Context: an optimization exercise on an open-source flow, tuned for small area. The choices shown serve that exercise and are no tape-out recipe. Power and IR drop assume default switching activity.

==> flow/design.v (excerpt) <==
module Stopwatch_main(
    input clk,
    input wire rst,
    input wire start,
    input wire [1:0] mode,
    input wire [3:0] init_0,
    input wire [3:0] init_1,
    output [7:0] sseg,
    output [3:0] an
    );
    reg [3:0] e;
    reg [4:0] s;
    wire fast = e[1] & e[0];                     
    wire step = ~e[1] & e[0] & s[2] & s[1] & s[0];
    always @(posedge clk) begin
        if (rst) e <= 4'd14;
        else     e <= e + 4'd1;
        if (rst) s <= 5'd0;
        else     s <= {s[3:0], s[4] ^ s[1] ^ ~(s[2] | s[3])};
    end
    reg p, t, started, run;
    wire tick = t ^ (start & ~p);
    wire T_comp;
    always @(posedge clk) begin
        if (rst) begin
            p <= 1'b0;
            t <= 1'b0;
            started <= 1'b0;
        end else if (step) begin
            p <= start;
            t <= tick;
            started <= started | tick | T_comp;
        end
        if (step) run <= tick & ~T_comp;
    end
    reg [4:0] k;
    reg [3:0] d0, d1, d2;
    reg cu;                 
    wire up = ~mode[1];
    wire n0 = d0[3] & d0[0];
    wire n1 = d1[3] & d1[0];
    wire n2 = d2[3] & d2[0];
  ...
Size in the first run: roughly 35 flip-flops, roughly 2100 sq um of cells after synthesis.
export LEC_CHECK = 0
export CAP_MARGIN = 20
export CORE_MARGIN = 2
export CORE_UTILIZATION = 70
export SLEW_MARGIN = 20
create_clock -name core_clock -period 12.0 [get_ports {clk}]
standard.sh (not shown) runs the stock make flow with config.mk's settings and CLKGATE_MAP_FILE= SYNTH_SCRIPT=/design/flow/synth_recipe.tcl, a recipe that flattens the netlist after the stock synthesis.
==> flow/flow/run.sh <==
#!/bin/bash
# Own layout flow: the standard flow (standard.sh) with these changes.
#  1. Synthesis is the standard synthesis (synth_recipe.tcl), except that
#     the final ABC technology mapping is run once with each of the scripts
#     flow/abc_map*.script (area-oriented: deepsyn with different seeds, then
#     &nf; no buffering or upsizing), and the mapping with the smallest cell
#     area is kept. Registers are not touched by ABC, so their names and
#     cell types are those of the standard synthesis.
#     Yosys's half/full adder extraction is off (ADDER_MAP_FILE empty), so
#     ABC maps the adders' logic with the rest.
#  2. Port buffers are sky130_fd_sc_hd__buf_1 (BUFFER_PORTS_ARGS).
#  3. Clock tree: CTS_ARGS below (clkbuf_4 buffers, no dummy loads).
# Every tool's full output goes to a log file in the work folder; ORFS's own
# logs are under orfs/logs/.
set -euo pipefail
W=$(pwd)
FL="$W/flow"

# synthesis script: synth_recipe.tcl with ABC's mapping replaced
{
  head -n 1 synth_recipe.tcl
  cat <<TCL
proc abc {args} {
  set i [lsearch -exact \$args -script]
  set libs {}
  foreach lib \$::env(LIB_FILES) { lappend libs -liberty \$lib }
  yosys design -save own_abc_pre
  set best -1
  foreach s [lsort [glob "$FL/abc_map*.script"]] {
    yosys design -load own_abc_pre
    lset args [expr {\$i + 1}] \$s
    yosys abc {*}\$args
    yosys tee -q -o {$W/own_abc_area.txt} stat {*}\$libs
    set fh [open {$W/own_abc_area.txt} r]
    set txt [read \$fh]
    close \$fh
    if {![regexp {Chip area for module[^:]*:\s*([0-9.]+)} \$txt -> a]} { error "no area" }
    puts "own abc: \$s area \$a"
    if {\$best < 0 || \$a < \$best} {
      set best \$a
      yosys design -save own_abc_best
    }
  }
  yosys design -load own_abc_best
  puts "own abc: kept area \$best"
}
TCL
  tail -n +2 synth_recipe.tcl
} > own_synth.tcl

# standard.sh with the synthesis script swapped
sed "s#$W/synth_recipe.tcl#$W/own_synth.tcl#g" standard.sh > own_standard.sh
grep -q own_synth.tcl own_standard.sh

# The standard synthesis in a folder of its own, to check register names
sed "s#WORK_HOME=$W/orfs #WORK_HOME=$W/orfs_std #" standard.sh > std_synth.sh
grep -q orfs_std std_synth.sh
bash std_synth.sh synth > "$W/std_synth.log" 2>&1

export ADDER_MAP_FILE=
export BUFFER_PORTS_ARGS="-buffer_cell sky130_fd_sc_hd__buf_1"
export CTS_ARGS="-root_buf sky130_fd_sc_hd__clkbuf_4 -buf_list sky130_fd_sc_hd__clkbuf_4 -sink_clustering_enable -sink_clustering_max_diameter 25 -dont_use_dummy_load -repair_clock_nets"
bash own_standard.sh synth > "$W/flow_synth.log" 2>&1

# the registers (instance names and cell types) must be the standard ones
regs() {
  grep -E '^ *sky130_fd_sc_hd__[a-z0-9]*df[a-z0-9]*_[0-9]+ ' "$1" \
    | awk '{sub(/_[0-9]+$/, "", $1); print $1, $2}' | sort
}
regs orfs_std/results/sky130hd/Stopwatch_main/base/1_2_yosys.v > regs_std.txt
regs orfs/results/sky130hd/Stopwatch_main/base/1_2_yosys.v > regs_own.txt
if ! cmp -s regs_std.txt regs_own.txt || grep -qE ' _[0-9]+_$' regs_own.txt; then
  echo "register names differ from the standard synthesis" >&2
  diff regs_std.txt regs_own.txt >&2 || true
  exit 1
fi

bash own_standard.sh > "$W/flow_make.log" 2>&1
test -s out/final.def
==> flow/flow/abc_map0.script <==
strash
&get -n
&deepsyn -T 5 -S 0
&dch -f
&nf -p -R 1000
&put
topo
dnsize
The baseline completed with no timing, DRC or antenna violations.
Rerun with:
--- a/flow/flow/run.sh
+++ b/flow/flow/run.sh
@@ -62 +62 @@
-export CTS_ARGS="-root_buf sky130_fd_sc_hd__clkbuf_4 -buf_list sky130_fd_sc_hd__clkbuf_4 -sink_clustering_enable -sink_clustering_max_diameter 25 -dont_use_dummy_load -repair_clock_nets"
+export CTS_ARGS="-root_buf sky130_fd_sc_hd__clkbuf_4 -buf_list sky130_fd_sc_hd__clkbuf_4 -sink_clustering_enable -dont_use_dummy_load -repair_clock_nets"
==> flow/flow/abc_map0.script (replaced) <==
strash
&get -n
&deepsyn -T 40 -S 0
&dch -f
&nf -p -R 1000
&put
topo
dnsize
==> flow/flow/abc_map1.script (new file) <==
strash
&get -n
&deepsyn -T 40 -S 1
&dch -f
&nf -p -R 1000
&put
topo
dnsize
==> flow/flow/abc_map2.script (new file) <==
strash
&get -n
&deepsyn -T 40 -S 2
&dch -f
&nf -p -R 1000
&put
topo
dnsize
==> flow/flow/abc_map3.script (new file) <==
strash
&get -n
&deepsyn -T 40 -S 3
&dch -f
&nf -p -R 1000
&put
topo
dnsize
==> flow/flow/abc_map4.script (new file) <==
strash
&get -n
&deepsyn -T 40 -S 4
&dch -f
&nf -p -R 1000
&put
topo
dnsize
==> flow/flow/abc_map5.script (new file) <==
strash
&get -n
&deepsyn -T 40 -S 5
&dch -f
&nf -p -R 1000
&put
topo
dnsize
The new run completed with no timing, DRC or antenna violations.
Non-clock buffer count stays the same.
Global-route usage shrinks by 1.4 points.
Power goes down by about 3%.
Synthesized cell count went down by about 4%.
Die area went down by 1.5%.
Core utilization is lower by 0.49 points.
Worst setup slack gets worse by 0.30 ns.
Cell count is lower by about 3.2%.
Design area is lower by about 1.5%.
Synthesized area drops by about 1.6%.
Function was not checked in any run of this note: the RTL went through the layout flow alone.

-- afterwards: timing with drivers on the ports --
The results above use ideal ports. As a check the final layouts listed here were re-extracted and re-timed, cells and wires unchanged. Step 1 assumes that a clkbuf_16 drives the clock port and a buf_2 every other input. Step 2 times the ports against the registers' clock, not the clock port: input delays grow and output delays shrink by t, the midpoint of the rising clock arrivals with the driver on. Three values: no drivers, after step 1, after step 2; two values: the first two.
run	t (ns)	slack for setup (ns)	clock arrival spread, ns	slew at the worst register clock pin (ns)	pins driven straight from the clock port
the first run	0.352	7.141 / 7.139 / 6.787	0.030 / 0.030	0.11 / 0.11	1
the second run	0.349	6.842 / 6.841 / 6.492	0.023 / 0.023	0.11 / 0.11	1
After both steps setup and hold are still met in every run listed. The setup slack of the first run, which loses most, moves by -0.002 ns with the drivers and by -0.354 ns with both steps.
